What follows belongs to an exercise in optimizing a design on an open flow for small area and a short achievable clock period; a production flow would make more cautious choices.
Power and IR drop assume default switching activity.

==> flow/design.v <==
module fpadder( input [15:0] A_59, input [15:0] B_59, input clk_59, input rst_59, output reg [15:0] C_59);
function [1:0] cmp_gt;   
  input [14:0] a, b;
  reg [15:0] G, E;
  integer i, k;
  begin
    G = {1'b0, a & ~b};
    E = {1'b1, ~((a & ~b) | (~a & b))};
    for (k = 1; k < 16; k = k * 2)
      for (i = 0; i + k < 16; i = i + 2 * k) begin
        G[i] = G[i + k] | (E[i + k] & G[i]);
        E[i] = E[i + k] & E[i];
      end
    cmp_gt = {G[0], E[0]};
  end
endfunction
wire [1:0] c5  = cmp_gt({10'd0, A_59[14:10]}, {10'd0, B_59[14:10]});
wire [1:0] cf = cmp_gt({5'd0, A_59[9:0]}, {5'd0, B_59[9:0]});
wire [1:0] c15 = {c5[1] | (c5[0] & cf[1]), 1'b0};
reg        agb1, sa1, sb1;
reg [4:0]  ea1, eb1;
reg [9:0]  fa1, fb1;
always @(posedge clk_59) begin
  agb1 <= c15[1];
  sa1  <= A_59[15];
  sb1  <= B_59[15];
  ea1  <= A_59[14:10];
  eb1  <= B_59[14:10];
  fa1  <= A_59[9:0];
  fb1  <= B_59[9:0];
end
wire [4:0]  d   = agb1 ? ea1 - eb1 : eb1 - ea1;
wire        zero = ~|{sa1, sb1, ea1, eb1, fa1, fb1};
wire [9:0]  fs  = agb1 ? fb1 : fa1;
wire        sub = sa1 ^ sb1;
wire [10:0] y   = (d[4] ? 11'd0 : {~zero, fs} >> d[3:0]) ^ {11{sub}};
reg        s2, sub2;
reg [4:0]  e2;
reg [9:0]  fg2;
reg [10:0] y2;
always @(posedge clk_59) begin
  s2   <= agb1 ? sa1 : sb1;
  sub2 <= sub;
  e2   <= agb1 ? ea1 : eb1;
  fg2  <= agb1 ? fa1 : fb1;
  y2   <= y;
end
wire [11:0] S = {2'b01, fg2} + {sub2, y2} + {11'd0, sub2};
reg        s3;
reg [4:0]  e3;
reg [11:0] S3;
always @(posedge clk_59) begin
  s3 <= s2; e3 <= e2; S3 <= S;
end
reg [11:1] h;
reg [4:0]  adj;      
integer j;
always @(*) begin
  h = 11'd0;
  for (j = 1; j <= 11; j = j + 1)
    h[j] = S3[j] & ~|(S3[11:1] >> j);
  casez (S3[11:1])
    11'b1??????????: adj = 5'd1;
    11'b01?????????: adj = 5'd0;
    11'b001????????: adj = -5'd1;
    11'b0001???????: adj = -5'd2;
    11'b00001??????: adj = -5'd3;
    11'b000001?????: adj = -5'd4;
    11'b0000001????: adj = -5'd5;
    11'b00000001???: adj = -5'd6;
    11'b000000001??: adj = -5'd7;
    11'b0000000001?: adj = -5'd8;
    11'b00000000001: adj = -5'd9;
    default:         adj = 5'd0;
  endcase
end
wire [21:0] sp = {S3, 10'd0};
reg  [9:0]  frac;
integer k;
always @(*) begin
  frac = {9'd0, ~|S3[11:1] & S3[0]};
  for (k = 0; k < 10; k = k + 1)
    for (j = 1; j <= 11; j = j + 1)
      frac[k] = frac[k] | (h[j] & sp[j + k]);
end
always @(posedge clk_59) begin
  C_59 <= {s3, e3 + adj, frac};
end
endmodule
Settings: LEC_CHECK=0, ABC_AREA=1, CAP_MARGIN=20, CORE_MARGIN=2, CORE_UTILIZATION=40, SETUP_SLACK_MARGIN=1.9, SLEW_MARGIN=20; clock period 3.8 ns.
standard.sh (not shown) runs the stock make flow with config.mk's settings and CLKGATE_MAP_FILE= SYNTH_SCRIPT=/design/flow/synth_recipe.tcl, a recipe that flattens the netlist after the stock synthesis.
==> flow/flow/run.sh <==
#!/bin/bash
# Standard layout with: ports buffered by plain buffers instead of delay cells;
# adders left to ABC instead of extracted into full/half-adder cells; a clock
# tree of smaller buffers without dummy loads; and
# the ABC area script mapping to a delay target (flow/abc.script).
set -euo pipefail
export BUFFER_PORTS_ARGS="-buffer_cell sky130_fd_sc_hd__buf_1"
export ADDER_MAP_FILE=
export CTS_ARGS="-sink_clustering_enable -repair_clock_nets -dont_use_dummy_load -root_buf sky130_fd_sc_hd__clkbuf_8 -buf_list sky130_fd_sc_hd__clkbuf_4 -sink_clustering_size 20"
mkdir -p scripts
for f in "$FLOW_HOME"/scripts/*; do ln -sfn "$f" scripts/; done
rm -f scripts/abc_area.script
cp flow/abc.script scripts/abc_area.script
export SCRIPTS_DIR="$PWD/scripts"
bash standard.sh > standard_flow.log 2>&1
==> flow/flow/abc.script <==
strash
dch
map -D 1000
topo
stime -c
buffer -c
upsize -c
dnsize -c
Next try:
--- a/flow/design.v
+++ b/flow/design.v
@@ -16,33 +16,35 @@
 endfunction
 wire [1:0] c5  = cmp_gt({10'd0, A_59[14:10]}, {10'd0, B_59[14:10]});
 wire [1:0] cf = cmp_gt({5'd0, A_59[9:0]}, {5'd0, B_59[9:0]});
 wire [1:0] c15 = {c5[1] | (c5[0] & cf[1]), 1'b0};
-reg        agb1, sa1, sb1;
-reg [4:0]  ea1, eb1;
+wire [4:0] dab = A_59[14:10] - B_59[14:10];
+wire [4:0] dba = B_59[14:10] - A_59[14:10];
+reg        agb1, egt1, sa1, sb1;
+reg [4:0]  ea1, d1;
 reg [9:0]  fa1, fb1;
 always @(posedge clk_59) begin
   agb1 <= c15[1];
+  egt1 <= c5[1];
   sa1  <= A_59[15];
   sb1  <= B_59[15];
   ea1  <= A_59[14:10];
-  eb1  <= B_59[14:10];
   fa1  <= A_59[9:0];
   fb1  <= B_59[9:0];
+  d1   <= c5[1] ? dab : dba;    
 end
-wire [4:0]  d   = agb1 ? ea1 - eb1 : eb1 - ea1;
-wire        zero = ~|{sa1, sb1, ea1, eb1, fa1, fb1};
+wire        zero = ~|{sa1, sb1, ea1, d1, fa1, fb1};
 wire [9:0]  fs  = agb1 ? fb1 : fa1;
 wire        sub = sa1 ^ sb1;
-wire [10:0] y   = (d[4] ? 11'd0 : {~zero, fs} >> d[3:0]) ^ {11{sub}};
+wire [10:0] y   = (d1[4] ? 11'd0 : {~zero, fs} >> d1[3:0]) ^ {11{sub}};
 reg        s2, sub2;
 reg [4:0]  e2;
 reg [9:0]  fg2;
 reg [10:0] y2;
 always @(posedge clk_59) begin
   s2   <= agb1 ? sa1 : sb1;
   sub2 <= sub;
-  e2   <= agb1 ? ea1 : eb1;
+  e2   <= egt1 ? ea1 : ea1 + d1;
   fg2  <= agb1 ? fa1 : fb1;
   y2   <= y;
 end
 wire [11:0] S = {2'b01, fg2} + {sub2, y2} + {11'd0, sub2};
What happened: Fmax rose by a few percent; worst setup slack is better by 0.10 ns; wire length fell by about a fifth; final cell count fell by a few percent; power rose by a few percent; synthesized cell count fell by a few percent.
No functional check of the RTL was part of any run of this note.

---

== indigo ==
RTL: the design.v shown in full above, as it stands there.
clock: 3.8 ns
lec_check: 0
abc_area: 1
cap_margin: 20
core_margin: 2
core_utilization: 40
setup_slack_margin: 1.9
slew_margin: 20
==> flow/flow/abc.script <==
strash
dch
map -D 900
topo
stime -c
buffer -c
upsize -c
dnsize -c
Scripts as last shown in full above: flow/flow/run.sh
indigo: PASS, flow complete, no timing, DRC or antenna violations
#### Input delta (violet over indigo)
--- a/flow/design.v
+++ b/flow/design.v
@@ -14,37 +14,38 @@
     cmp_gt = {G[0], E[0]};
   end
 endfunction
 wire [1:0] c5  = cmp_gt({10'd0, A_59[14:10]}, {10'd0, B_59[14:10]});
 wire [1:0] cf = cmp_gt({5'd0, A_59[9:0]}, {5'd0, B_59[9:0]});
 wire [1:0] c15 = {c5[1] | (c5[0] & cf[1]), 1'b0};
-reg        agb1, sa1, sb1;
+reg        agb1, egt1, sa1, sb1;
 reg [4:0]  ea1, eb1;
 reg [9:0]  fa1, fb1;
 always @(posedge clk_59) begin
   agb1 <= c15[1];
+  egt1 <= c5[1];
   sa1  <= A_59[15];
   sb1  <= B_59[15];
   ea1  <= A_59[14:10];
   eb1  <= B_59[14:10];
   fa1  <= A_59[9:0];
   fb1  <= B_59[9:0];
 end
-wire [4:0]  d   = agb1 ? ea1 - eb1 : eb1 - ea1;
+wire [4:0]  d   = egt1 ? ea1 - eb1 : eb1 - ea1;
 wire        zero = ~|{sa1, sb1, ea1, eb1, fa1, fb1};
 wire [9:0]  fs  = agb1 ? fb1 : fa1;
 wire        sub = sa1 ^ sb1;
 wire [10:0] y   = (d[4] ? 11'd0 : {~zero, fs} >> d[3:0]) ^ {11{sub}};
 reg        s2, sub2;
 reg [4:0]  e2;
 reg [9:0]  fg2;
 reg [10:0] y2;
 always @(posedge clk_59) begin
   s2   <= agb1 ? sa1 : sb1;
   sub2 <= sub;
-  e2   <= agb1 ? ea1 : eb1;
+  e2   <= egt1 ? ea1 : eb1;
   fg2  <= agb1 ? fa1 : fb1;
   y2   <= y;
 end
 wire [11:0] S = {2'b01, fg2} + {sub2, y2} + {11'd0, sub2};
 reg        s3;
 reg [4:0]  e3;
Results
- When violet is measured against indigo, its number of inserted filler cells in the final layout turns out about 0.4% higher.
- Of indigo and violet, violet shows the higher non-clock inverter instance count of the final layout, with indigo below it.
- Row internal cell power: violet higher / indigo lower
- indigo and violet ended up with nearly the same clock network fraction of total power.
- The synthesized area of violet was inferior to that of indigo.
- violet | stages: all done | timing, DRC, antenna: all pass
- indigo completed every stage of the flow, and the final layout passed the timing, DRC and antenna checks.
- Sort indigo and violet by sequential cell area, descending, and violet comes first.
- Sequential element share of the synthesized area on violet is up relative to indigo.
- Measured against violet, the number of distinct standard cells referenced by the synthesized netlist of indigo comes out at 0.911 times the reference value.
- In the reports for indigo and violet, the larger layout cell share with drive strength beyond 1 belongs to violet.
- Going from indigo to violet, sequential power closely matched the old numbers, routed wire length increased by about 2.2% relative to the old numbers, number of flip-flops and latches increased by 1.1% relative to the old numbers.
- On minimum hold slack, violet does better than indigo.
- Summary: with indigo as the reference, power in violet moved up slightly.
Function was not checked in any run of this note: the RTL went through the layout flow alone.

---

fpadder with an RTL version that a note above also has.
Size: ~640 cells after synthesis, ~50 I/O pins, roughly 0.0047 mm² of cells after synthesis.
==> module fpadder, before the edit <==
module fpadder( input [15:0] A_59, input [15:0] B_59, input clk_59, input rst_59, output reg [15:0] C_59);
function [1:0] cmp_gt;   
  input [14:0] a, b;
  reg [15:0] G, E;
  integer i, k;
  begin
    G = {1'b0, a & ~b};
    E = {1'b1, ~((a & ~b) | (~a & b))};
    for (k = 1; k < 16; k = k * 2)
      for (i = 0; i + k < 16; i = i + 2 * k) begin
        G[i] = G[i + k] | (E[i + k] & G[i]);
        E[i] = E[i + k] & E[i];
      end
    cmp_gt = {G[0], E[0]};
  end
endfunction
wire [1:0] c5  = cmp_gt({10'd0, A_59[14:10]}, {10'd0, B_59[14:10]});
wire [1:0] cf = cmp_gt({5'd0, A_59[9:0]}, {5'd0, B_59[9:0]});
wire [1:0] c15 = {c5[1] | (c5[0] & cf[1]), 1'b0};
reg        agb1, egt1, sa1, sb1;
reg [4:0]  ea1, eb1;
reg [9:0]  fa1, fb1;
always @(posedge clk_59) begin
  agb1 <= c15[1];
  egt1 <= c5[1];
  sa1  <= A_59[15];
  sb1  <= B_59[15];
  ea1  <= A_59[14:10];
  eb1  <= B_59[14:10];
  fa1  <= A_59[9:0];
  fb1  <= B_59[9:0];
end
wire [4:0]  d   = egt1 ? ea1 - eb1 : eb1 - ea1;
wire        zero = ~|{sa1, sb1, ea1, eb1, fa1, fb1};
wire [9:0]  fs  = agb1 ? fb1 : fa1;
wire        sub = sa1 ^ sb1;
wire [10:0] y   = (d[4] ? 11'd0 : {~zero, fs} >> d[3:0]) ^ {11{sub}};
reg        s2, sub2;
reg [4:0]  e2;
reg [9:0]  fg2;
reg [10:0] y2;
always @(posedge clk_59) begin
  s2   <= agb1 ? sa1 : sb1;
  sub2 <= sub;
  e2   <= egt1 ? ea1 : eb1;
  fg2  <= agb1 ? fa1 : fb1;
  y2   <= y;
end
wire [11:0] S = {2'b01, fg2} + {sub2, y2} + {11'd0, sub2};
reg        s3;
reg [4:0]  e3;
reg [11:0] S3;
always @(posedge clk_59) begin
  s3 <= s2; e3 <= e2; S3 <= S;
end
reg [11:1] h;
reg [4:0]  adj;      
integer j;
always @(*) begin
  h = 11'd0;
  for (j = 1; j <= 11; j = j + 1)
    h[j] = S3[j] & ~|(S3[11:1] >> j);
  casez (S3[11:1])
    11'b1??????????: adj = 5'd1;
    11'b01?????????: adj = 5'd0;
    11'b001????????: adj = -5'd1;
    11'b0001???????: adj = -5'd2;
    11'b00001??????: adj = -5'd3;
    11'b000001?????: adj = -5'd4;
    11'b0000001????: adj = -5'd5;
    11'b00000001???: adj = -5'd6;
    11'b000000001??: adj = -5'd7;
    11'b0000000001?: adj = -5'd8;
    11'b00000000001: adj = -5'd9;
    default:         adj = 5'd0;
  endcase
end
wire [21:0] sp = {S3, 10'd0};
reg  [9:0]  frac;
integer k;
always @(*) begin
  frac = {9'd0, ~|S3[11:1] & S3[0]};
  for (k = 0; k < 10; k = k + 1)
    for (j = 1; j <= 11; j = j + 1)
      frac[k] = frac[k] | (h[j] & sp[j + k]);
end
always @(posedge clk_59) begin
  C_59 <= {s3, e3 + adj, frac};
end
endmodule
==> flow/config.mk <==
export PLATFORM = sky130hd
export DESIGN_NAME = fpadder
export DESIGN_NICKNAME = fpadder
export VERILOG_FILES = /design/flow/design.v
export SDC_FILE = /design/flow/constraint.sdc
export NUM_CORES = 4
export LEC_CHECK = 0
export ABC_AREA = 1
export CAP_MARGIN = 20
export CORE_MARGIN = 2
export CORE_UTILIZATION = 40
export SETUP_SLACK_MARGIN = 1.9
export SLEW_MARGIN = 20
==> flow/constraint.sdc <==
create_clock -name core_clock -period 3.8 [get_ports {clk_59}]
set_input_delay 0.7600 -clock core_clock [delete_from_list [all_inputs] [get_ports {clk_59}]]
set_output_delay 0.7600 -clock core_clock [all_outputs]
set_load 0.01 [all_outputs]
==> flow/flow/abc.script <==
strash
dch
map -D 1000
topo
stime -c
buffer -c
upsize -c
dnsize -c
Scripts as last shown in full above: flow/flow/run.sh
==> next run, changes <==
==> flow/design.v (replaced) <==
module fpadder( input [15:0] A_59, input [15:0] B_59, input clk_59, input rst_59, output reg [15:0] C_59);
function [1:0] cmp_gt;   
  input [14:0] a, b;
  reg [15:0] G, E;
  integer i, k;
  begin
    G = {1'b0, a & ~b};
    E = {1'b1, ~((a & ~b) | (~a & b))};
    for (k = 1; k < 16; k = k * 2)
      for (i = 0; i + k < 16; i = i + 2 * k) begin
        G[i] = G[i + k] | (E[i + k] & G[i]);
        E[i] = E[i + k] & E[i];
      end
    cmp_gt = {G[0], E[0]};
  end
endfunction
wire [1:0] c5  = cmp_gt({10'd0, A_59[14:10]}, {10'd0, B_59[14:10]});
wire [1:0] cf = cmp_gt({5'd0, A_59[9:0]}, {5'd0, B_59[9:0]});
wire [1:0] c15 = {c5[1] | (c5[0] & cf[1]), 1'b0};
wire       zero = ~|{A_59, B_59};
wire [4:0] dab = A_59[14:10] - B_59[14:10];
wire [4:0] dba = B_59[14:10] - A_59[14:10];
wire [4:0] d   = c5[1] ? dab : dba;
reg        agb1, sa1, sb1;
reg [4:0]  e1;
reg [9:0]  fa1, fb1;
reg [3:0]  sh1;
always @(posedge clk_59) begin
  agb1 <= c15[1];
  sa1  <= A_59[15];
  sb1  <= B_59[15];
  e1   <= c5[1] ? A_59[14:10] : B_59[14:10];
  fa1  <= A_59[9:0];
  fb1  <= B_59[9:0];
  sh1  <= d[3:0] | {4{d[4] | zero}};
end
wire [9:0]  fs  = agb1 ? fb1 : fa1;
wire        sub = sa1 ^ sb1;
wire [10:0] y   = ({1'b1, fs} >> sh1) ^ {11{sub}};
reg        s2, sub2;
reg [4:0]  e2;
reg [9:0]  fg2;
reg [10:0] y2;
always @(posedge clk_59) begin
  s2   <= agb1 ? sa1 : sb1;
  sub2 <= sub;
  e2   <= e1;
  fg2  <= agb1 ? fa1 : fb1;
  y2   <= y;
end
wire [11:0] S = {2'b01, fg2} + {sub2, y2} + {11'd0, sub2};
reg        s3;
reg [4:0]  e3;
reg [11:0] S3;
always @(posedge clk_59) begin
  s3 <= s2; e3 <= e2; S3 <= S;
end
reg [11:1] h;
reg [4:0]  adj;      
reg [4:0]  jm;
integer j;
always @(*) begin
  h = 11'd0;
  for (j = 1; j <= 11; j = j + 1)
    h[j] = S3[j] & ~|(S3[11:1] >> j);
  adj = 5'd0;
  for (j = 1; j <= 11; j = j + 1) begin
    jm  = j - 10;
    adj = adj | ({5{h[j]}} & jm);
  end
end
wire [21:0] sp = {S3, 10'd0};
reg  [9:0]  frac;
integer k;
always @(*) begin
  frac = {9'd0, ~|S3[11:1] & S3[0]};
  for (k = 0; k < 10; k = k + 1)
    for (j = 1; j <= 11; j = j + 1)
      frac[k] = frac[k] | (h[j] & sp[j + k]);
end
always @(posedge clk_59) begin
  C_59 <= {s3, e3 + adj, frac};
end
endmodule
Power came out lower by 3.5%.
Global-route usage came out lower by 0.27 points.
Routed wire length came out lower by 14%.
Synthesized area came out lower by 5.7%.
Combinational power came out lower by about 9%.
Setup slack gets worse by 0.031 ns.
Via count came out lower by 14%.
Core utilization came out lower by 0.89 points.
No run of this note included a check of the RTL's function; only the layout flow was run.

-- what the ideal ports hide --
The results above use ideal ports. As a check the final layouts listed here were re-extracted and re-timed, cells and wires unchanged. Step 1, drivers: a clkbuf_16 drives clk_59 and a buf_2 each remaining input, both assumed. Step 2, shift: input delay + t, output delay - t, t = (earliest + latest rising clock arrival at the registers) / 2. This alone moves slack from input paths to output paths. a / b / c = no drivers / after step 1 / after step 2; a / b = the first two.
run	t (ns)	setup WS [ns]	hold slack, ns
the first run of note 1	0.398	1.921 / 1.921 / 1.793	0.326 / 0.326 / 0.326
the second run of note 1	0.402	2.022 / 2.022 / 1.706	0.329 / 0.329 / 0.329
indigo	0.403	1.962 / 1.962 / 1.684	0.310 / 0.310 / 0.310
violet	0.400	1.949 / 1.949 / 1.717	0.322 / 0.322 / 0.322
the first run of note 3	0.396	1.996 / 1.996 / 1.737	0.329 / 0.329 / 0.329
the second run of note 3	0.380	1.965 / 1.976 / 1.596	0.328 / 0.328 / 0.328
After both steps setup and hold are still met in every run listed. For the second run of note 3, which loses most, drivers alone change the setup slack by +0.011 ns; drivers and shift together by -0.369 ns.
